Context: an optimization exercise on an open-source flow, tuned for small area. The choices shown serve that exercise and are no tape-out recipe.
Function was checked by simulation only, so behaviour that the tests miss may differ from the original.

==> flow/design.v (outline; a module is shown in full before it is edited, if it fits) <==
// module nco: 1470 lines
module nco (
	input  wire        clk_i,
	input  wire        rst_n,
	input  wire [31:0] acc_i,
	output wire [15:0] cos_o,
	output wire [15:0] sin_o
);
  // ...
==> flow/flow/run.sh <==
#!/bin/bash
# The standard ORFS layout (standard.sh) with two changes passed as make variables:
#  - ports are buffered with sky130_fd_sc_hd__buf_1 (every input and output still gets a buffer)
#  - CTS does not insert dummy load cells
# The full output of the run is kept in standard.log; ORFS keeps its per-step logs under orfs/logs.
set -o pipefail
bash standard.sh \
  "BUFFER_PORTS_ARGS=-buffer_cell sky130_fd_sc_hd__buf_1" \
  "CTS_ARGS=-sink_clustering_enable -repair_clock_nets -sink_clustering_size 30 -sink_clustering_max_diameter 100 -buf_list sky130_fd_sc_hd__clkbuf_16 -dont_use_dummy_load" \
  finish > standard.log 2>&1
==> flow/standard.sh <==
#!/bin/bash
# synth_recipe.tcl (not shown) runs the flow's synth.tcl, then flattens the netlist and writes it again
# the make line also repeats each setting of config.mk as NAME=value (left out here)
make -C /OpenROAD-flow-scripts/flow DESIGN_CONFIG=/design/flow/config.mk WORK_HOME=/design/flow/orfs CLKGATE_MAP_FILE= SYNTH_SCRIPT=/design/flow/synth_recipe.tcl "${@:-finish}"
==> flow/config.mk <==
export PLATFORM = sky130hd
export DESIGN_NAME = nco
export DESIGN_NICKNAME = nco
export VERILOG_FILES = /design/flow/design.v
export SDC_FILE = /design/flow/constraint.sdc
export NUM_CORES = 4
export LEC_CHECK = 0
export CAP_MARGIN = 20
export CORE_MARGIN = 2
export CORE_UTILIZATION = 40
export CTS_BUF_LIST = sky130_fd_sc_hd__clkbuf_16
export CTS_CLUSTER_DIAMETER = 100
export CTS_CLUSTER_SIZE = 30
export SLEW_MARGIN = 20
==> flow/constraint.sdc <==
create_clock -name core_clock -period 5.0 [get_ports {clk_i}]
set_input_delay 1.0000 -clock core_clock [delete_from_list [all_inputs] [get_ports {clk_i}]]
set_output_delay 1.0000 -clock core_clock [all_outputs]
set_load 0.01 [all_outputs]
==> qor.csv, run 1 <==
stage;metric;value;unit
finish;post-layout util;0.452;
worst_hold_path;min-delay src;r14_sel;
finish;Fill cells;6320;
place;gp weighted congestion;0.885;
worst_setup_path;crit path to;r13_y[14];
sta;Hold Slack;286;ps
worst_setup_path;CP Buf/Inv Count;3;
finish;fraction of area in multi-input gates;0.553;
synth;Synth area leader;dfxtp_1;
synth;main combinational cell family by area after synthesis;XOR/XNOR gates;
clock_tree;cts repair resizes;6;
sta;Slew Limit Fails;0;
finish;Non-clock buffers;248;
outcome;outcome;no timing/DRC/antenna violations;
clock_tree;# hold bufs at CTS;0;
synth;compound-cell area share of the yosys netlist;0.145;
finish;signal buffers share of area;0.0569;
grt;number of global-route vias before repair;20100;
clock_tree;CTS tree;built;
job;MaxCap Viol Count;0;
synth;Adder-Cell Fraction of Synth Area;0.158;
worst_setup_path;Stages on worst setup path;20;
sta;Worst Max-Slew Pin Slew;1010;ps
finish;final non-filler cell total;3872;
finish;layout cell share with drive strength beyond 1;0.118;
synth;Syn. warnings;1;
routing;vias per inst;5.11;
worst_setup_path;most used cell, CP;a21o_1;
routing;met2 routed WL;31.8;mm
synth;mux contribution to synthesized area;0.0142;
finish;Clock-cell share;0.0195;
place;PortBufs;65;
place;DP Wirelength;49.0;mm
worst_setup_path;critical path class;reg -> reg;
clock_tree;clk slew on worst S/H paths;110;ps
grt;initial antenna violation count;1;
worst_setup_path;Reg2Reg Launch Point;r12_d7;
worst_setup_path;arrival time worst endpoint;5290;ps
grt;GRT busiest layer;met2;
sta;Fin. Hold Viols;0;
==> inputs of run 2 (changes only) <==
==> flow/flow/run.sh (replaced) <==
#!/bin/bash
# The standard ORFS layout (standard.sh) with two changes passed as make variables:
#  - ports are buffered with sky130_fd_sc_hd__buf_1 (every input and output still gets a buffer)
#  - CTS does not insert dummy load cells
#  - timing-driven global placement does not keep the resizer's buffers (GPL_KEEP_OVERFLOW=0)
# The full output of the run is kept in standard.log; ORFS keeps its per-step logs under orfs/logs.
set -o pipefail
bash standard.sh \
  "BUFFER_PORTS_ARGS=-buffer_cell sky130_fd_sc_hd__buf_1" \
  "CTS_ARGS=-sink_clustering_enable -repair_clock_nets -sink_clustering_size 30 -sink_clustering_max_diameter 100 -buf_list sky130_fd_sc_hd__clkbuf_16 -dont_use_dummy_load" \
  "GPL_KEEP_OVERFLOW=0" \
  finish > standard.log 2>&1
==> run 2 against run 1 <==
Net effect: still clean; cell count is 3.2% lower; synthesized cell count stayed put; clock-buffer cell count is 3 lower; global-route usage is 0.64 points lower; die area stayed put; worst setup slack worse by 110 ps; clock skew is 28 ps lower; via count is 1.8% lower; fmax is 2.2% lower.
==> qor.csv, run 2 <==
stage;metric;value;unit;change
clock_tree;clk slew on worst S/H paths;100;ps;was 110 ps
worst_setup_path;CP Buf/Inv Count;3;;unchanged
finish;synthesis-to-finish area growth;10.2;%;was 12.4%
finish;most frequent cells in the layout;dfxtp_1, xnor2_1, inv_1, nor2_1, a21oi_1;;was dfxtp_1, xnor2_1, inv_1, buf_4, nor2_1
worst_setup_path;arrival time worst endpoint;5420;ps;was 5290 ps
synth;Yosys reg bits;431;;unchanged
worst_setup_path;most used cell, CP;a21o_1;;unchanged
clock_tree;Num CTS Buffers;20;;was 23
die;Die H;260;um;unchanged
place;gp weighted congestion;0.881;;was 0.885
place;DP Wirelength;45.8;mm;was 49.0 mm
clock_tree;CTS root buf;clkbuf_16;;unchanged
grt;total gr overflow;0;;unchanged
sta;Slew Limit Fails;0;;unchanged
synth;top post-synthesis cells by area;dfxtp_1, xnor2_1, fa_1, ha_1, xor2_1;;unchanged
synth;cell with the most instances after synthesis;dfxtp_1;;unchanged
worst_setup_path;Worst EP required;5500;ps;was 5480 ps
synth;Synth area leader;dfxtp_1;;unchanged
sta;setup tns final;0;ps;unchanged
die;Die Width;260;um;unchanged
worst_setup_path;critical path class;reg -> reg;;unchanged
routing;Residual DRC;0;;unchanged
sta;clk_skew;31.6;ps;was 59.8 ps
clock_tree;CTS tree;built;;unchanged
worst_setup_path;Critical path origin;r14_y[11];;was r12_d7
sta;Final Critical Period;4920;ps;was 4810 ps
worst_setup_path;CP top delay family;compound AO/OA/AOI/OAI gates;;unchanged
routing;Antenna Nets Post-Route;0;;unchanged
synth;Mapped Avg Cell Area;9.27;um2;unchanged
clock_tree;# hold bufs at CTS;0;;unchanged
grt;global-route wire length before repair;98.7;mm;was 102 mm
sta;Final setup violation count;0;;unchanged
die;initial core utilization;0.402;;unchanged
worst_setup_path;CP max stage delay;450;ps;was 430 ps
sta;RSZ-0062 raised after global routing;true;;was false
job;MaxCap Viol Count;0;;unchanged
synth;Commonest cells post-synth;dfxtp_1, xnor2_1, inv_1;;unchanged
worst_setup_path;cell chain of the critical path;inv_4 > fa_2 > fa_2 > nand2b_4 > a21boi_4 > o21ai_2 > a211o_1 > and2_4 > nor2_4 > xnor2_2 > inv_1 > ha_2 > inv_2 > a21o_1 > a21o_1 > a21o_1 > a21o_1 > or4_4 > or2_4 > o22a_1 > a211o_4 > a21oi_2 > xnor2_1;;was fa_2 > fa_1 > nand2b_1 > a21oi_1 > o21a_2 > buf_4 > o21ai_0 > xnor2_1 > ha_1 > inv_1 > a21o_1 > a21o_1 > a21o_1 > a21o_1 > a21o_1 > a21o_1 > a2111oi_4 > nand4_1 > buf_4 > xnor2_1
worst_hold_path;min-delay worst type;in -> async;;was reg -> reg
finish;max FFs per register;32;;unchanged
synth;Post-synth ARST share;0.0812;;unchanged
grt;GRT Total Usage;0.177;;was 0.184
synth;Syn. warnings;1;;unchanged
synth;Most used DFF post-synth;dfxtp_1;;unchanged
outcome;outcome;no timing/DRC/antenna violations;;unchanged
worst_setup_path;crit end category;flip-flop;;unchanged
die;die area;0.0678;mm2;unchanged
routing;vias;19400;;was 19,800
grt;initial antenna violation count;0;;was 1
worst_setup_path;Worst Path Max Fanout;5;;was 3
routing;total wire length;60.7;mm;was 62.5 mm
sta;fin crit share;0.984;;was 0.962
finish;nets;3181;;was 3,303
synth;synthesized area;0.0263;mm2;unchanged
sta;Final WS setup;80.8;ps;was 189 ps
sta;fmax;203;MHz;was 208 MHz
sta;Max-slew headroom;0.246;;was 0.328
finish;post-layout util;0.444;;was 0.452
die;core area;0.0654;mm2;unchanged
finish;most common cell after layout, fill and taps aside;dfxtp_1;;unchanged
routing;starting DRC count in detailed routing;1146;;was 1,022
finish;Biggest register;acc;;unchanged
clock_tree;maximum root-to-sink buffer count;3;;unchanged
synth;EDFF count, synth;0;;unchanged
synth;post-synth cell types;105;;unchanged
sta;Worst Max-Slew Pin Slew;1130;ps;was 1010 ps
place;PortBufs;65;;unchanged
synth;Syn Nets;3132;;unchanged
sta;Fin. Hold Viols;0;;unchanged
routing;drt pass-1 iters;8;;was 5
routing;vias per inst;5.18;;was 5.11
die;Rows;94;;unchanged
place;post-place setup slack;-517;ps;was -62.9 ps
die;Top Ports;66;;unchanged
worst_setup_path;highest-delay cell along the critical path;or4_4;;was fa_2
synth;post-synthesis sequential area ratio;0.335;;unchanged
finish;layout cell share with drive strength beyond 1;0.0988;;was 0.118
clock_tree;worst skew pair latency;560;ps;was 580 ps
finish;antenna diode count;0;;unchanged
synth;post-synth top area share;0.301;;unchanged
clock_tree;Sink Count;431;;unchanged
grt;largest net degree at the start of global routing;81;;was 49
worst_setup_path;Reg2Reg Launch Point;r14_y[11];;was r12_d7
worst_setup_path;crit start category;flip-flop;;unchanged
grt;number of global-route vias before repair;19600;;was 20,100
synth;Syn Inst Count;2839;;unchanged
clock_tree;H-tree depth;1;;unchanged
routing;wire length per cell;16.2;um;was 16.1 um
worst_setup_path;Worst R2R Setup Slack;80;ps;was 190 ps
-- run 2: cell counts after synthesis --
Identical to the previous run, type by type.
-- run 2: final cells by class --
class,count,area [um2]
clock buffer,20,500
fill,6378,36400
inverter,282,1070
multi-input combinational,2024,16700
sequential,431,8850
tap,864,1080
timing repair buffer,128,831
timing repair inverter,1,5.00
-- run 2: worst paths after layout --
path,end,depth (start not counted)
max reg2reg,r15_y[16],23
max in group asynchronous,acc[28],2
min,acc[15],1
max,r15_y[16],23
min reg2reg,r15_sel,0
min in group core_clock,r15_sel,0
-- run 2: cells by family (layout without fill, tap and decap cells) --
logic type | after synthesis | in the layout | share of synthesized area
buffers and inverters | 384 | 431 | 0.0576
muxes | 35 | 35 | 0.0142
adders and majority gates | 263 | 263 | 0.158
AOI/OAI and AO/OA | 589 | 589 | 0.145
DFF | 431 | 431 | 0.335
and+or+nand+nor | 632 | 632 | 0.120
xor gates and xnor gates | 505 | 505 | 0.170
-- run 2: per-layer routing --
| layer | vias to the layer above | track usage | wire length, um |
|---|---|---|---|
| met4 | 0 | 0.0605 | 2210 |
| li1 | 9585 | - | - |
| met5 | - | 0 | 0 |
| met1 | 9338 | 0.210 | 25200 |
| met3 | 110 | 0.0177 | 2290 |
| met2 | 401 | 0.332 | 31000 |
-- run 2: through the flow --
stage,hold WS [ps],instance area (um2),cells
final,266,29000,3750
after global routing,232,29000,3750
after CTS,237,28300,3706
after detailed placement,312,27500,3675
after global placement,310,27200,3666
after floorplan,310,26300,2839
-- run 2: timing repair --
action                     CTS  global route
resized for setup           58            84
setup endpoints to repair   69            66
pin swaps                   19            46
gates cloned                 0             1
buffers inserted            11            42
==> inputs of run 3 (changes only) <==
==> flow/flow/run.sh (replaced) <==
#!/bin/bash
# The standard ORFS layout (standard.sh) with two changes passed as make variables:
#  - ports are buffered with sky130_fd_sc_hd__buf_1 (every input and output still gets a buffer)
#  - CTS does not insert dummy load cells
#  - timing-driven global placement does not keep the resizer's buffers (GPL_KEEP_OVERFLOW=0)
#  - the post-CTS and post-route timing repairs aim for 0.15 ns of setup slack
# The full output of the run is kept in standard.log; ORFS keeps its per-step logs under orfs/logs.
set -o pipefail
bash standard.sh \
  "BUFFER_PORTS_ARGS=-buffer_cell sky130_fd_sc_hd__buf_1" \
  "CTS_ARGS=-sink_clustering_enable -repair_clock_nets -sink_clustering_size 18 -sink_clustering_max_diameter 80 -buf_list sky130_fd_sc_hd__clkbuf_8 -dont_use_dummy_load" \
  "GPL_KEEP_OVERFLOW=0" \
  "SETUP_SLACK_MARGIN=0.15" \
  finish > standard.log 2>&1
==> run 3 against run 2 <==
Net effect: still clean; first-iteration DRC count decreased by 11%; fmax increased by 1.6%; non-clock buffer count increased by 30; clock skew increased by 20 ps; sequential share of layout area decreased by 0.43 points; largest cell class unchanged; highest routed layer unchanged.
==> qor.csv, run 3 <==
stage;metric;value;unit;change
outcome;outcome;no timing/DRC/antenna violations;;unchanged
synth;Syn Inst Count;2839;;unchanged
routing;Antenna Nets Post-Route;0;;unchanged
clock_tree;# hold bufs at CTS;0;;unchanged
sta;Worst Max-Slew Pin Slew;1090;ps;was 1130 ps
worst_setup_path;Critical path origin;r14_y[11];;unchanged
worst_setup_path;Worst EP required;5530;ps;was 5500 ps
die;core area;0.0654;mm2;unchanged
die;Rows;94;;unchanged
grt;GRT Total Usage;0.181;;was 0.177
sta;RSZ-0062 raised after global routing;true;;unchanged
grt;number of global-route vias before repair;19500;;was 19,600
grt;global-route wire length before repair;99.6;mm;was 98.7 mm
place;DP Wirelength;46.2;mm;was 45.8 mm
sta;fin crit share;0.968;;was 0.984
synth;cell with the most instances after synthesis;dfxtp_1;;unchanged
worst_setup_path;crit end category;flip-flop;;unchanged
finish;nets;3225;;was 3,181
die;initial core utilization;0.402;;unchanged
sta;Max-slew headroom;0.271;;was 0.246
routing;total wire length;62.2;mm;was 60.7 mm
synth;Syn. warnings;1;;unchanged
finish;FF+latch area;0.00886;mm2;was 0.00885 mm2
finish;max FFs per register;32;;unchanged
synth;synthesized area;0.0263;mm2;unchanged
sta;clk_skew;51.9;ps;was 31.6 ps
place;placed cell count;3674;;was 3,675
sta;fmax;207;MHz;was 203 MHz
synth;post-synth top area share;0.301;;unchanged
finish;layout cell share with drive strength beyond 1;0.120;;was 0.0988
die;Top Ports;66;;unchanged
synth;Commonest cells post-synth;dfxtp_1, xnor2_1, inv_1;;unchanged
finish;Biggest register;acc;;unchanged
place;gp weighted congestion;0.883;;was 0.881
worst_setup_path;Worst Path Max Fanout;4;;was 5
place;PortBufs;65;;unchanged
die;die area;0.0678;mm2;unchanged
clock_tree;CTS tree;built;;unchanged
finish;multi-input logic area;0.0168;mm2;was 0.0167 mm2
synth;Mapped Avg Cell Area;9.27;um2;unchanged
routing;starting DRC count in detailed routing;1025;;was 1,146
finish;final non-filler cell total;3795;;was 3,750
die;Die H;260;um;unchanged
routing;drt pass-1 iters;7;;was 8
job;MaxCap Viol Count;0;;unchanged
synth;Yosys reg bits;431;;unchanged
synth;top post-synthesis cells by area;dfxtp_1, xnor2_1, fa_1, ha_1, xor2_1;;unchanged
routing;Residual DRC;0;;unchanged
clock_tree;Num CTS Buffers;35;;was 20
grt;total gr overflow;0;;unchanged
sta;Fin. Hold Viols;0;;unchanged
clock_tree;worst skew pair latency;610;ps;was 560 ps
finish;most frequent cells in the layout;dfxtp_1, xnor2_1, inv_1, nor2_1, a21oi_1;;unchanged
place;post-place setup slack;-547;ps;was -517 ps
synth;post-synthesis sequential area ratio;0.335;;unchanged
sta;Final setup violation count;0;;unchanged
routing;wire length per cell;16.4;um;was 16.2 um
sta;setup tns final;0;ps;unchanged
synth;Post-synth ARST share;0.0812;;unchanged
worst_setup_path;critical path class;reg -> reg;;unchanged
routing;vias;19700;;was 19,400
worst_setup_path;crit start category;flip-flop;;unchanged
routing;vias per inst;5.18;;about the same
sta;Slew Limit Fails;0;;unchanged
clock_tree;clk slew on worst S/H paths;100;ps;about the same
clock_tree;maximum root-to-sink buffer count;3;;unchanged
synth;EDFF count, synth;0;;unchanged
worst_hold_path;min-delay worst type;in -> async;;unchanged
die;Die Width;260;um;unchanged
sta;Final WS setup;158;ps;was 80.8 ps
grt;largest net degree at the start of global routing;61;;was 81
clock_tree;Sink Count;431;;unchanged
sta;Final Critical Period;4840;ps;was 4920 ps
synth;Syn Nets;3132;;unchanged
synth;post-synth cell types;105;;unchanged
synth;Synth area leader;dfxtp_1;;unchanged
clock_tree;CTS root buf;clkbuf_8;;was clkbuf_16
finish;synthesis-to-finish area growth;11.8;%;was 10.2%
clock_tree;H-tree depth;2;;was 1
synth;Most used DFF post-synth;dfxtp_1;;unchanged
finish;Fill cells;6309;;was 6,378
grt;initial antenna violation count;1;;was 0
worst_setup_path;arrival time worst endpoint;5370;ps;was 5420 ps
worst_setup_path;Reg2Reg Launch Point;r14_y[11];;unchanged
finish;most common cell after layout, fill and taps aside;dfxtp_1;;unchanged
-- run 3: cell counts after synthesis --
Identical to the previous run, type by type.
-- run 3: area by class of cell --
| cell class | instances | area share |
|---|---|---|
| clock buffers | 35 | 0.0164 |
| multi-input cells | 2024 | 0.571 |
| repair buffers | 158 | 0.0381 |
| well taps | 864 | 0.0367 |
| inverters | 282 | 0.0365 |
| diodes | 1 | 0.0000851 |
| flip-flops and latches | 431 | 0.301 |
-- run 3: kinds of logic (layout without fill, tap and decap cells) --
group           after synthesis  after routing  synth area share
compound gates              589            589             0.145
xor+xnor                    505            505             0.170
fa+ha+maj                   263            263             0.158
buf+inv                     384            475            0.0576
flops                       431            431             0.335
mux                          35             35            0.0142
other cells                   0              1                 0
simple gates                632            632             0.120
-- run 3: worst paths after layout --
kind                             endpoint  slack (ps)  depth (start not counted)
worst max-delay path            r15_y[15]         160                         23
worst min-delay path              acc[15]         210                          1
worst max register to register  r15_y[15]         160                         23
worst min register to register    r2_p[9]         270                          0
max in group asynchronous         acc[27]        4340                          2
min in group core_clock           r2_p[9]         270                          0
-- run 3: metrics by stage --
step | cell area (um2) | util | hold slack, ps
floorplan | 26400 | - | 310
global placement | 27200 | 0.417 | 310
detailed placement | 27500 | 0.421 | 312
CTS | 28700 | 0.438 | 150
global route | 29400 | 0.450 | 156
finish | 29400 | 0.450 | 205
-- run 3: critical path, stage by stage, from the launching register on --
cell and delay (ps):
dfxtp_2 340, inv_2 50, fa_2 410, fa_2 400
nand2b_4 160, a21boi_4 160, o21ai_2 90, a211o_1 370
and2_4 220, nor2_4 100, xnor2_2 90, inv_2 100
ha_4 130, inv_2 40, a21o_1 150, a21o_1 170
a21o_1 150, a21o_1 160, or4_4 440, or2_4 240
o22a_1 200, a211o_4 320, nor2_2 130, xnor2_1 140
-- run 3: repair_timing --
action | CTS | global route
pin swaps | 35 | 54
endpoints found under the setup margin | 92 | 75
buffers inserted | 44 | 41
resized for setup | 70 | 109
-- run 3: layer usage --
layer / track usage / up-vias / part of all wire
met1: 0.217 / 9381 / 0.41
met2: 0.326 / 479 / 0.51
met5: 0 / - / 0
met3: 0.0260 / 145 / 0.040
li1: - / 9667 / -
met4: 0.0708 / 0 / 0.038
==> inputs of run 4 (changes only) <==
==> flow/flow/run.sh (replaced) <==
#!/bin/bash
# The standard ORFS layout (standard.sh) with two changes passed as make variables:
#  - ports are buffered with sky130_fd_sc_hd__buf_1 (every input and output still gets a buffer)
#  - CTS does not insert dummy load cells
# The full output of the run is kept in standard.log; ORFS keeps its per-step logs under orfs/logs.
set -o pipefail
bash standard.sh \
  "BUFFER_PORTS_ARGS=-buffer_cell sky130_fd_sc_hd__buf_1" \
  "CTS_ARGS=-sink_clustering_enable -repair_clock_nets -sink_clustering_size 18 -sink_clustering_max_diameter 80 -buf_list sky130_fd_sc_hd__clkbuf_8 -dont_use_dummy_load" \
  finish > standard.log 2>&1
==> run 4 against run 3 <==
Net effect: still clean; final area up 0.11%; clock skew up 12 ps; core utilization about the same; synthesized cell count unchanged; die area unchanged; register-to-register slack better by 40 ps; worst setup slack better by 42 ps; global-route usage up 0.54 points.
==> qor.csv, run 4 <==
stage;metric;value;unit;change
sta;Final setup violation count;0;;unchanged
synth;Yosys reg bits;431;;unchanged
clock_tree;clk slew on worst S/H paths;100;ps;about the same
finish;nets;3316;;was 3,225
worst_setup_path;most used cell, CP;a21oi_2;;was a21o_1
worst_setup_path;CP Buf/Inv Count;1;;was 3
sta;clk_skew;64.0;ps;was 51.9 ps
die;Top Ports;66;;unchanged
sta;fin crit share;0.960;;was 0.968
die;core area;0.0654;mm2;unchanged
worst_setup_path;arrival time worst endpoint;5300;ps;was 5370 ps
place;PortBufs;65;;unchanged
routing;starting DRC count in detailed routing;997;;was 1,025
synth;synthesized area;0.0263;mm2;unchanged
routing;Antenna Nets Post-Route;0;;unchanged
place;DP Wirelength;49.0;mm;was 46.2 mm
clock_tree;maximum root-to-sink buffer count;3;;unchanged
synth;post-synth top area share;0.301;;unchanged
worst_setup_path;crit start category;flip-flop;;unchanged
synth;Commonest cells post-synth;dfxtp_1, xnor2_1, inv_1;;unchanged
clock_tree;H-tree depth;2;;unchanged
synth;post-synth cell types;105;;unchanged
worst_setup_path;Worst EP required;5500;ps;was 5530 ps
die;Die H;260;um;unchanged
sta;Hold Slack;302;ps;was 205 ps
clock_tree;Num CTS Buffers;36;;was 35
worst_setup_path;CP max stage delay;520;ps;was 440 ps
grt;GRT Total Usage;0.186;;was 0.181
synth;Mapped Avg Cell Area;9.27;um2;unchanged
clock_tree;CTS tree;built;;unchanged
finish;max FFs per register;32;;unchanged
worst_setup_path;CP top delay family;compound AO/OA/AOI/OAI gates;;unchanged
sta;Max-slew headroom;0.328;;was 0.271
synth;Syn. warnings;1;;unchanged
synth;top post-synthesis cells by area;dfxtp_1, xnor2_1, fa_1, ha_1, xor2_1;;unchanged
synth;post-synthesis sequential area ratio;0.335;;unchanged
grt;number of global-route vias before repair;20300;;was 19,500
synth;cell with the most instances after synthesis;dfxtp_1;;unchanged
sta;Slew Limit Fails;0;;unchanged
die;initial core utilization;0.402;;unchanged
routing;vias;19800;;was 19,700
clock_tree;worst skew pair latency;610;ps;about the same
grt;initial antenna violation count;1;;unchanged
finish;layout cell share with drive strength beyond 1;0.120;;about the same
routing;wire length per cell;16.2;um;was 16.4 um
sta;Final Critical Period;4800;ps;was 4840 ps
worst_setup_path;critical path class;reg -> reg;;unchanged
sta;Fin. Hold Viols;0;;unchanged
grt;largest net degree at the start of global routing;49;;was 61
routing;Residual DRC;0;;unchanged
place;gp weighted congestion;0.885;;was 0.883
synth;Synth area leader;dfxtp_1;;unchanged
job;MaxCap Viol Count;0;;unchanged
synth;Syn Nets;3132;;unchanged
worst_hold_path;min-delay worst type;reg -> reg;;was in -> async
die;Rows;94;;unchanged
grt;global-route wire length before repair;102;mm;was 99.6 mm
synth;Syn Inst Count;2839;;unchanged
finish;Biggest register;acc;;unchanged
sta;Worst Max-Slew Pin Slew;1010;ps;was 1090 ps
worst_setup_path;Worst Path Max Fanout;5;;was 4
routing;vias per inst;5.10;;was 5.18
finish;post-layout util;0.450;;about the same
clock_tree;Sink Count;431;;unchanged
sta;RSZ-0062 raised after global routing;true;;unchanged
clock_tree;CTS root buf;clkbuf_8;;unchanged
synth;EDFF count, synth;0;;unchanged
worst_setup_path;cell chain of the critical path;inv_1 > fa_1 > a21o_1 > a21oi_2 > o21a_1 > nand2_1 > or2_2 > nor2_1 > xnor2_1 > ha_1 > a21o_1 > a21oi_2 > o21bai_1 > a21oi_2 > o21ai_1 > or3b_2 > mux2_2 > a221oi_1 > xor2_1;;was inv_2 > fa_2 > fa_2 > nand2b_4 > a21boi_4 > o21ai_2 > a211o_1 > and2_4 > nor2_4 > xnor2_2 > inv_2 > ha_4 > inv_2 > a21o_1 > a21o_1 > a21o_1 > a21o_1 > or4_4 > or2_4 > o22a_1 > a211o_4 > nor2_2 > xnor2_1
finish;synthesis-to-finish area growth;12.0;%;was 11.8%
finish;most common cell after layout, fill and taps aside;dfxtp_1;;unchanged
grt;total gr overflow;0;;unchanged
worst_setup_path;crit end category;flip-flop;;unchanged
finish;most frequent cells in the layout;dfxtp_1, xnor2_1, inv_1, buf_4, nor2_1;;was dfxtp_1, xnor2_1, inv_1, nor2_1, a21oi_1
finish;Fill cells;6352;;was 6,309
synth;Post-synth ARST share;0.0812;;unchanged
outcome;outcome;no timing/DRC/antenna violations;;unchanged
sta;fmax;208;MHz;was 207 MHz
synth;Most used DFF post-synth;dfxtp_1;;unchanged
routing;total wire length;62.9;mm;was 62.2 mm
worst_setup_path;highest-delay cell along the critical path;or3b_2;;was or4_4
routing;drt pass-1 iters;5;;was 7
die;die area;0.0678;mm2;unchanged
die;Die Width;260;um;unchanged
run 4: layout make-up:
cell class	instances	area, um2	area share
tap	864	1080	0.0367
clock buffer	36	495	0.0168
sequential	431	8820	0.299
inverter	282	1060	0.0359
antenna	1	2.50	0.0000850
multi-input combinational	2024	16300	0.554
timing repair buffer	248	1690	0.0572
run 4: final timing paths:
| path | cells after the start | slack, ps | to | from |
|---|---|---|---|---|
| worst max-delay path | 19 | 200 | r15_x[8] | r14_x[12] |
| worst min-delay path | 0 | 300 | r9_d1 | r8_d1 |
| worst max register to register | 19 | 200 | r15_x[8] | r14_x[12] |
| worst min register to register | 0 | 300 | r9_d1 | r8_d1 |
| max in group asynchronous | 1 | 3990 | acc[27] | rst_n |
| min in group asynchronous | 1 | 460 | acc[15] | rst_n |
run 4: kinds of logic after synthesis:
family | synth area share
buffers and inverters | 0.0576
adder cells (fa/ha/maj) | 0.158
multiplexers | 0.0142
AND/OR/NAND/NOR | 0.120
flip-flops | 0.335
AO/OA/AOI/OAI | 0.145
XOR/XNOR | 0.170
run 4: repair_timing:
item	CTS	global route
hold buffers	0	0
setup buffers	1	6
hold endpoints to repair	0	0
pin swaps	3	25
endpoints found under the setup margin	9	59
gates resized for setup	5	68
run 4: metrics by stage:
stage / instance area (um2) / setup slack, ps / TNS (ps) / instances
finish: 29500 / 200 / 0 / 3886
global route: 29500 / -137 / -269 / 3886
CTS: 29100 / 3.48 / 0 / 3879
detailed placement: 28600 / -62.9 / -307 / 3842
global placement: 28600 / -2.66 / -3.13 / 3842
floorplan: 26300 / 5.40 / 0 / 2839
run 4: routing by layer:
| layer | wire (um) | GRT usage |
|---|---|---|
| met5 | 0 | 0 |
| met3 | 2350 | 0.0247 |
| met2 | 32100 | 0.341 |
| met1 | 26100 | 0.219 |
| met4 | 2390 | 0.0768 |
==> inputs of run 5 (changes only) <==
==> flow/flow/run.sh (replaced) <==
#!/bin/bash
# The standard ORFS layout (standard.sh) with two changes passed as make variables:
#  - ports are buffered with sky130_fd_sc_hd__buf_1 (every input and output still gets a buffer)
#  - CTS does not insert dummy load cells
#  - timing-driven global placement does not keep the resizer's buffers (GPL_KEEP_OVERFLOW=0)
#  - the post-CTS and post-route timing repairs aim for 0.05 ns of setup slack
# The full output of the run is kept in standard.log; ORFS keeps its per-step logs under orfs/logs.
set -o pipefail
bash standard.sh \
  "BUFFER_PORTS_ARGS=-buffer_cell sky130_fd_sc_hd__buf_1" \
  "CTS_ARGS=-sink_clustering_enable -repair_clock_nets -sink_clustering_size 18 -sink_clustering_max_diameter 80 -buf_list sky130_fd_sc_hd__clkbuf_8 -dont_use_dummy_load" \
  "GPL_KEEP_OVERFLOW=0" \
  "SETUP_SLACK_MARGIN=0.05" \
  finish > standard.log 2>&1
==> run 5 against run 4 <==
Net effect: now fails the layout checks on setup timing; clock skew increased by 20 ps; synthesized cell count is the same; fmax shrank 4.7%; worst hold slack worse by 73 ps; via count shrank 1.1%; critical path type unchanged; critical endpoint is now r15_y[11].
==> qor.csv, run 5 <==
stage;metric;value;unit;change
finish;Fill cells;6317;;was 6,352
grt;GRT busiest layer;met2;;unchanged
synth;Mapped Avg Cell Area;9.27;um2;unchanged
worst_hold_path;min-delay worst type;in -> async;;was reg -> reg
sta;RSZ-0062 raised after global routing;true;;unchanged
synth;cell with the most instances after synthesis;dfxtp_1;;unchanged
worst_setup_path;cell chain of the critical path;fa_2 > fa_2 > nand2b_4 > a21boi_4 > o21ai_2 > a211o_1 > and2_4 > nor2_4 > xnor2_2 > inv_1 > ha_2 > inv_2 > a21o_1 > a21o_1 > a21o_1 > a21o_1 > or4_4 > buf_6 > mux2i_4 > and2b_2 > mux2i_2 > o31ai_2 > xnor2_1;;was inv_1 > fa_1 > a21o_1 > a21oi_2 > o21a_1 > nand2_1 > or2_2 > nor2_1 > xnor2_1 > ha_1 > a21o_1 > a21oi_2 > o21bai_1 > a21oi_2 > o21ai_1 > or3b_2 > mux2_2 > a221oi_1 > xor2_1
die;core area;0.0654;mm2;unchanged
finish;most frequent cells in the layout;dfxtp_1, xnor2_1, inv_1, nor2_1, a21oi_1;;was dfxtp_1, xnor2_1, inv_1, buf_4, nor2_1
grt;largest net degree at the start of global routing;79;;was 49
place;DP Wirelength;46.2;mm;was 49.0 mm
clock_tree;CTS root buf;clkbuf_8;;unchanged
synth;EDFF count, synth;0;;unchanged
finish;FF+latch area;0.00886;mm2;was 0.00882 mm2
synth;synthesized area;0.0263;mm2;unchanged
die;initial core utilization;0.402;;unchanged
outcome;violated checks;setup timing;;
routing;Antenna Nets Post-Route;0;;unchanged
clock_tree;maximum root-to-sink buffer count;3;;unchanged
synth;Commonest cells post-synth;dfxtp_1, xnor2_1, inv_1;;unchanged
sta;fin crit share;1.01;;was 0.960
routing;Residual DRC;0;;unchanged
finish;synthesis-to-finish area growth;10.6;%;was 12.0%
worst_setup_path;Worst EP required;5510;ps;was 5500 ps
sta;clk_skew;84.0;ps;was 64.0 ps
job;MaxCap Viol Count;0;;unchanged
finish;nets;3209;;was 3,316
worst_setup_path;Worst R2R Setup Slack;-40;ps;was 200 ps
synth;Yosys reg bits;431;;unchanged
grt;grt met1 use;0.215;;was 0.219
worst_setup_path;CP Buf/Inv Count;3;;was 1
sta;Hold Slack;230;ps;was 302 ps
synth;Syn Inst Count;2839;;unchanged
grt;met2 Track Usage GR;0.321;;was 0.341
synth;post-synth cell types;105;;unchanged
grt;total gr overflow;0;;unchanged
worst_setup_path;Reg2Reg Launch Point;r14_d11;;was r14_x[12]
finish;layout cell share with drive strength beyond 1;0.108;;was 0.120
place;post-place setup slack;-496;ps;was -62.9 ps
grt;initial antenna violation count;1;;unchanged
routing;vias per inst;5.19;;was 5.10
worst_setup_path;most used cell, CP;a21o_1;;was a21oi_2
sta;Worst Max-Slew Pin Slew;1110;ps;was 1010 ps
die;Rows;94;;unchanged
place;gp weighted congestion;0.897;;was 0.885
worst_setup_path;CP top delay family;compound AO/OA/AOI/OAI gates;;unchanged
finish;most common cell after layout, fill and taps aside;dfxtp_1;;unchanged
finish;final non-filler cell total;3779;;was 3,886
outcome;outcome;finished with violations;;was no timing/DRC/antenna violations
clock_tree;H-tree depth;2;;unchanged
worst_setup_path;crit start category;flip-flop;;unchanged
routing;total wire length;61.5;mm;was 62.9 mm
routing;starting DRC count in detailed routing;1031;;was 997
synth;Post-synth ARST share;0.0812;;unchanged
clock_tree;Num CTS Buffers;35;;was 36
sta;Fin. Hold Viols;0;;unchanged
worst_setup_path;Worst Path Max Fanout;5;;unchanged
synth;Most used DFF post-synth;dfxtp_1;;unchanged
die;die area;0.0678;mm2;unchanged
routing;vias;19600;;was 19,800
sta;Final WS setup;-36.9;ps;was 200 ps
finish;post-layout util;0.445;;was 0.450
grt;global-route wire length before repair;98.9;mm;was 102 mm
synth;Syn Nets;3132;;unchanged
clock_tree;worst skew pair latency;630;ps;was 610 ps
sta;Slew Limit Fails;0;;unchanged
synth;post-synth top area share;0.301;;unchanged
synth;post-synthesis sequential area ratio;0.335;;unchanged
clock_tree;# hold bufs at CTS;0;;unchanged
finish;multi-input logic area;0.0167;mm2;was 0.0163 mm2
grt;number of global-route vias before repair;19600;;was 20,300
worst_setup_path;critical path class;reg -> reg;;unchanged
die;Die H;260;um;unchanged
worst_setup_path;arrival time worst endpoint;5540;ps;was 5300 ps
finish;Biggest register;acc;;unchanged
place;PortBufs;65;;unchanged
clock_tree;Sink Count;431;;unchanged
grt;met3 Track Usage GR;0.0221;;was 0.0247
grt;GRT Total Usage;0.179;;was 0.186
die;Top Ports;66;;unchanged
finish;max FFs per register;32;;unchanged
sta;fmax;199;MHz;was 208 MHz
worst_setup_path;crit end category;flip-flop;;unchanged
clock_tree;clk slew on worst S/H paths;100;ps;about the same
sta;Max-slew headroom;0.260;;was 0.328
sta;Final setup violation count;2;;was 0
routing;wire length per cell;16.3;um;was 16.2 um
worst_setup_path;Worst R2R Path Depth;23;;was 19
sta;Final Critical Period;5040;ps;was 4800 ps
sta;setup tns final;-54.6;ps;was 0 ps
clock_tree;CTS tree;built;;unchanged
place;placed cell count;3676;;was 3,842
die;Die Width;260;um;unchanged
worst_setup_path;R2R Path End;r15_y[11];;was r15_x[8]
synth;Syn. warnings;1;;unchanged
worst_setup_path;CP max stage delay;550;ps;was 520 ps
routing;drt pass-1 iters;6;;was 5
worst_setup_path;highest-delay cell along the critical path;or4_4;;was or3b_2
synth;top post-synthesis cells by area;dfxtp_1, xnor2_1, fa_1, ha_1, xor2_1;;unchanged
synth;Synth area leader;dfxtp_1;;unchanged
-- run 5: changes by cell type in the layout (fill, tap and decap cells not counted), moves of 4 or more --
| cell | before | now |
|---|---|---|
| a21oi_2 | 13 | 9 |
| a21oi_4 | 1 | 5 |
| buf_4 | 177 | 66 |
| dfxtp_1 | 386 | 374 |
| dfxtp_4 | 1 | 10 |
| inv_1 | 274 | 270 |
| o21ai_0 | 125 | 121 |
| xnor2_1 | 344 | 331 |
| xnor2_2 | 7 | 17 |
| xor2_4 | 0 | 4 |
-- run 5: timing repair --
action	in CTS	in global routing
pin swaps	28	61
resized for setup	58	87
endpoints found under the setup margin	76	87
setup buffers	20	47
-- run 5: how the worst max path moves through the flow --
stage	from	end	slack (ps)	cells after the start
3_5_place_dp	r12_d7	r13_y[16]	-500	18
3_3_place_gp	r11_d0	r12_x[15]	-2970	17
5_1_grt	r14_d11	r15_y[11]	-200	23
6_report	r14_d11	r15_y[11]	-40	23
4_1_cts	r12_d7	r13_y[16]	4	19
2_1_floorplan	r14_y[11]	r15_y[14]	60	24
-- run 5: through the flow --
step	cell area [um2]
after CTS	28400
final	29100
after floorplan	26400
after global placement	27200
after global routing	29100
after detailed placement	27500
-- run 5: kinds of logic after synthesis --
| family | count (synthesis) | synth area share |
|---|---|---|
| muxes | 35 | 0.0142 |
| DFF | 431 | 0.335 |
| and+or+nand+nor | 632 | 0.120 |
| adders and majority gates | 263 | 0.158 |
| buffers and inverters | 384 | 0.0576 |
| xor gates and xnor gates | 505 | 0.170 |
| AOI/OAI and AO/OA | 589 | 0.145 |
-- run 5: per-layer routing --
layer  share of wire  vias to the layer above
met1            0.42                     9441
met4           0.038                        0
met3           0.037                      124
met5               0                        -
met2            0.51                      423
li1                -                     9622
-- run 5: area by class of cell --
cell class              count  area share
repair buffers            142      0.0318
well taps                 864      0.0372
multi-input cells        2024       0.573
diodes                      1   0.0000860
inverters                 282      0.0369
clock buffers              35      0.0166
flip-flops and latches    431       0.304
==> inputs of run 6 (changes only) <==
==> flow/flow/run.sh (replaced) <==
#!/bin/bash
# The standard ORFS layout (standard.sh) with these changes passed as make variables:
#  - ports are buffered with sky130_fd_sc_hd__buf_1 (every input and output still gets a buffer)
#  - CTS does not insert dummy load cells
#  - timing-driven global placement does not keep the resizer's buffers (GPL_KEEP_OVERFLOW=0)
#  - the post-CTS and post-route timing repairs aim for 0.05 ns of setup slack
# The full output of the run is kept in standard.log; ORFS keeps its per-step logs under orfs/logs.
set -o pipefail
bash standard.sh \
  "BUFFER_PORTS_ARGS=-buffer_cell sky130_fd_sc_hd__buf_1" \
  "CTS_ARGS=-sink_clustering_enable -repair_clock_nets -sink_clustering_size 30 -sink_clustering_max_diameter 100 -buf_list sky130_fd_sc_hd__clkbuf_16 -dont_use_dummy_load" \
  "GPL_KEEP_OVERFLOW=0" \
  "SETUP_SLACK_MARGIN=0.05" \
  finish > standard.log 2>&1
==> run 6 against run 5 <==
Net effect: fmax is 4.7% higher; clock skew is 18 ps lower; now clean on timing, DRC and antenna; worst hold slack better by 25 ps; highest routed layer unchanged; largest cell class unchanged.
==> qor.csv, run 6 <==
stage;metric;value;unit;change
place;post-place setup slack;-496;ps;unchanged
worst_setup_path;crit end category;flip-flop;;unchanged
grt;total gr overflow;0;;unchanged
finish;Biggest register;acc;;unchanged
clock_tree;maximum root-to-sink buffer count;3;;unchanged
sta;fin crit share;0.962;;was 1.01
finish;most common cell after layout, fill and taps aside;dfxtp_1;;unchanged
synth;Syn. warnings;1;;unchanged
synth;Syn Inst Count;2839;;unchanged
sta;fmax;208;MHz;was 199 MHz
worst_setup_path;Critical path origin;r14_d11;;unchanged
routing;Residual DRC;0;;unchanged
clock_tree;clk slew on worst S/H paths;110;ps;was 100 ps
die;Die Width;260;um;unchanged
die;Top Ports;66;;unchanged
routing;drt pass-1 iters;7;;was 6
sta;clk_skew;66.3;ps;was 84.0 ps
clock_tree;Num CTS Buffers;22;;was 35
synth;Syn Nets;3132;;unchanged
synth;post-synth cell types;105;;unchanged
sta;Max-slew headroom;0.257;;was 0.260
synth;Commonest cells post-synth;dfxtp_1, xnor2_1, inv_1;;unchanged
sta;Final WS setup;189;ps;was -36.9 ps
synth;post-synthesis sequential area ratio;0.335;;unchanged
die;initial core utilization;0.402;;unchanged
synth;Mapped Avg Cell Area;9.27;um2;unchanged
die;die area;0.0678;mm2;unchanged
finish;layout cell share with drive strength beyond 1;0.105;;was 0.108
grt;initial antenna violation count;0;;was 1
synth;Post-synth ARST share;0.0812;;unchanged
finish;nets;3197;;was 3,209
sta;Worst Max-Slew Pin Slew;1110;ps;about the same
job;MaxCap Viol Count;0;;unchanged
sta;Slew Limit Fails;0;;unchanged
synth;cell with the most instances after synthesis;dfxtp_1;;unchanged
worst_setup_path;Worst R2R Path Depth;22;;was 23
routing;vias;19600;;about the same
worst_setup_path;crit start category;flip-flop;;unchanged
die;core area;0.0654;mm2;unchanged
worst_hold_path;min-delay worst type;in -> async;;unchanged
synth;post-synth top area share;0.301;;unchanged
place;PortBufs;65;;unchanged
routing;starting DRC count in detailed routing;1111;;was 1,031
worst_setup_path;Worst Path Max Fanout;4;;was 5
place;gp weighted congestion;0.897;;unchanged
grt;GRT Total Usage;0.178;;was 0.179
clock_tree;Sink Count;431;;unchanged
worst_setup_path;Reg2Reg Launch Point;r14_d11;;unchanged
place;DP Wirelength;46.2;mm;unchanged
sta;Final Critical Period;4810;ps;was 5040 ps
worst_setup_path;critical path class;reg -> reg;;unchanged
finish;most frequent cells in the layout;dfxtp_1, xnor2_1, inv_1, nor2_1, a21oi_1;;unchanged
worst_setup_path;crit path to;r15_y[14];;was r15_y[11]
die;Die H;260;um;unchanged
finish;antenna diode count;0;;was 1
routing;total wire length;61.2;mm;was 61.5 mm
worst_setup_path;Worst R2R Setup Slack;190;ps;was -40 ps
worst_setup_path;R2R Path End;r15_y[14];;was r15_y[11]
grt;largest net degree at the start of global routing;79;;unchanged
place;placed cell count;3676;;unchanged
routing;vias per inst;5.21;;was 5.19
grt;global-route wire length before repair;98.7;mm;was 98.9 mm
sta;RSZ-0062 raised after global routing;true;;unchanged
synth;synthesized area;0.0263;mm2;unchanged
synth;EDFF count, synth;0;;unchanged
routing;wire length per cell;16.2;um;was 16.3 um
synth;Yosys reg bits;431;;unchanged
synth;top post-synthesis cells by area;dfxtp_1, xnor2_1, fa_1, ha_1, xor2_1;;unchanged
synth;Most used DFF post-synth;dfxtp_1;;unchanged
worst_setup_path;arrival time worst endpoint;5310;ps;was 5540 ps
die;Rows;94;;unchanged
clock_tree;CTS tree;built;;unchanged
synth;Synth area leader;dfxtp_1;;unchanged
clock_tree;H-tree depth;1;;was 2
finish;synthesis-to-finish area growth;10.9;%;was 10.6%
sta;Final setup violation count;0;;was 2
outcome;outcome;no timing/DRC/antenna violations;;was finished with violations
clock_tree;CTS root buf;clkbuf_16;;was clkbuf_8
routing;Antenna Nets Post-Route;0;;unchanged
clock_tree;worst skew pair latency;570;ps;was 630 ps
grt;number of global-route vias before repair;19500;;was 19,600
finish;max FFs per register;32;;unchanged
sta;Fin. Hold Viols;0;;unchanged
finish;final non-filler cell total;3766;;was 3,779
worst_setup_path;Worst EP required;5500;ps;was 5510 ps
run 6: cell counts after synthesis:
Identical to the previous run, type by type.
run 6: logic make-up after synthesis:
group	after synthesis	share of synthesized area
and+or+nand+nor	632	0.120
AOI/OAI and AO/OA	589	0.145
xor gates and xnor gates	505	0.170
DFF	431	0.335
buffers and inverters	384	0.0576
adders and majority gates	263	0.158
muxes	35	0.0142
run 6: final cells by class:
cell class	count	area [um2]
Inverter	282	1070
Clock buffer	22	551
Tap cell	864	1080
Sequential cell	431	8860
Fill cell	6329	36200
Timing Repair Buffer	143	942
Multi-Input combinational cell	2024	16700
run 6: per-layer routing:
metal / GRT usage / vias to the layer above / part of all wire
met3: 0.0181 / 112 / 0.036
met4: 0.0684 / 0 / 0.036
met2: 0.323 / 432 / 0.51
met5: 0 / - / 0
met1: 0.216 / 9473 / 0.42
li1: - / 9604 / -
run 6: worst max-delay path, cell delays in order, from the launching register on:
cell and delay (ps):
dfxtp_4 360, fa_2 410, fa_2 350, nand2b_4 150, a21boi_4 180, o21ai_2 80, a211o_1 350, and2_4 200
nor2_4 120, xnor2_2 90, inv_2 80, ha_1 140, inv_1 70, a21o_1 170, a21o_1 170, a21o_1 170
a21o_1 180, or4_4 420, or2_2 300, o22a_1 200, a211o_4 300, nor2_2 130, xnor2_1 110
run 6: metrics by stage:
| step | util | area (um2) | TNS [ps] | hold slack (ps) |
|---|---|---|---|---|
| 2_1_floorplan | - | 26400 | 0 | 310 |
| 3_3_place_gp | 0.416 | 27200 | -102370 | 310 |
| 3_5_place_dp | 0.420 | 27500 | -15900 | 312 |
| 4_1_cts | 0.436 | 28500 | 0 | 223 |
| 5_1_grt | 0.446 | 29200 | 0 | 221 |
| 6_report | 0.446 | 29200 | 0 | 254 |
run 6: worst min path at each step:
stage | end | slack (ps) | cells after the start
4_1_cts | acc[15] | 220 | 1
2_1_floorplan | r10_d0 | 310 | 0
3_5_place_dp | r11_d1 | 310 | 0
5_1_grt | acc[13] | 220 | 1
3_3_place_gp | r4_p[9] | 310 | 0
6_report | acc[14] | 250 | 1
run 6: repair_timing:
item / in CTS / in global routing
setup buffers: 22 / 46
pin swaps: 27 / 42
endpoints found under the setup margin: 75 / 87
gates resized for setup: 55 / 86
hold buffers: 0 / 0

==> static timing again, ports no longer ideal <==
The results above use ideal ports. As a check the final layouts listed here were re-extracted and re-timed, cells and wires unchanged.
Step 1 (the two cells are an assumption about what drives the block):
set clk [get_ports {clk_i}]
set_driving_cell -lib_cell sky130_fd_sc_hd__clkbuf_16 $clk
set_driving_cell -lib_cell sky130_fd_sc_hd__buf_2 [delete_from_list [all_inputs] $clk]
Step 2 times the ports against the registers' clock, not the clock port: input delays grow and output delays shrink by t, the midpoint of the rising clock arrivals with the driver on.
Slacks: no drivers / after step 1 / after step 2; pairs: no drivers / after step 1.
| run | shift t [ns] | slack for setup (ns) | worst setup path after step 2 |
|---|---|---|---|
| run 1 | 0.613 | 0.189 / 0.189 / 0.189 | register to register |
| run 2 | 0.607 | 0.081 / 0.081 / 0.081 | register to register |
| run 3 | 0.634 | 0.158 / 0.158 / 0.158 | register to register |
| run 4 | 0.643 | 0.200 / 0.200 / 0.200 | register to register |
| run 5 | 0.641 | -0.037 / -0.037 / -0.037 | register to register |
| run 6 | 0.605 | 0.189 / 0.189 / 0.189 | register to register |
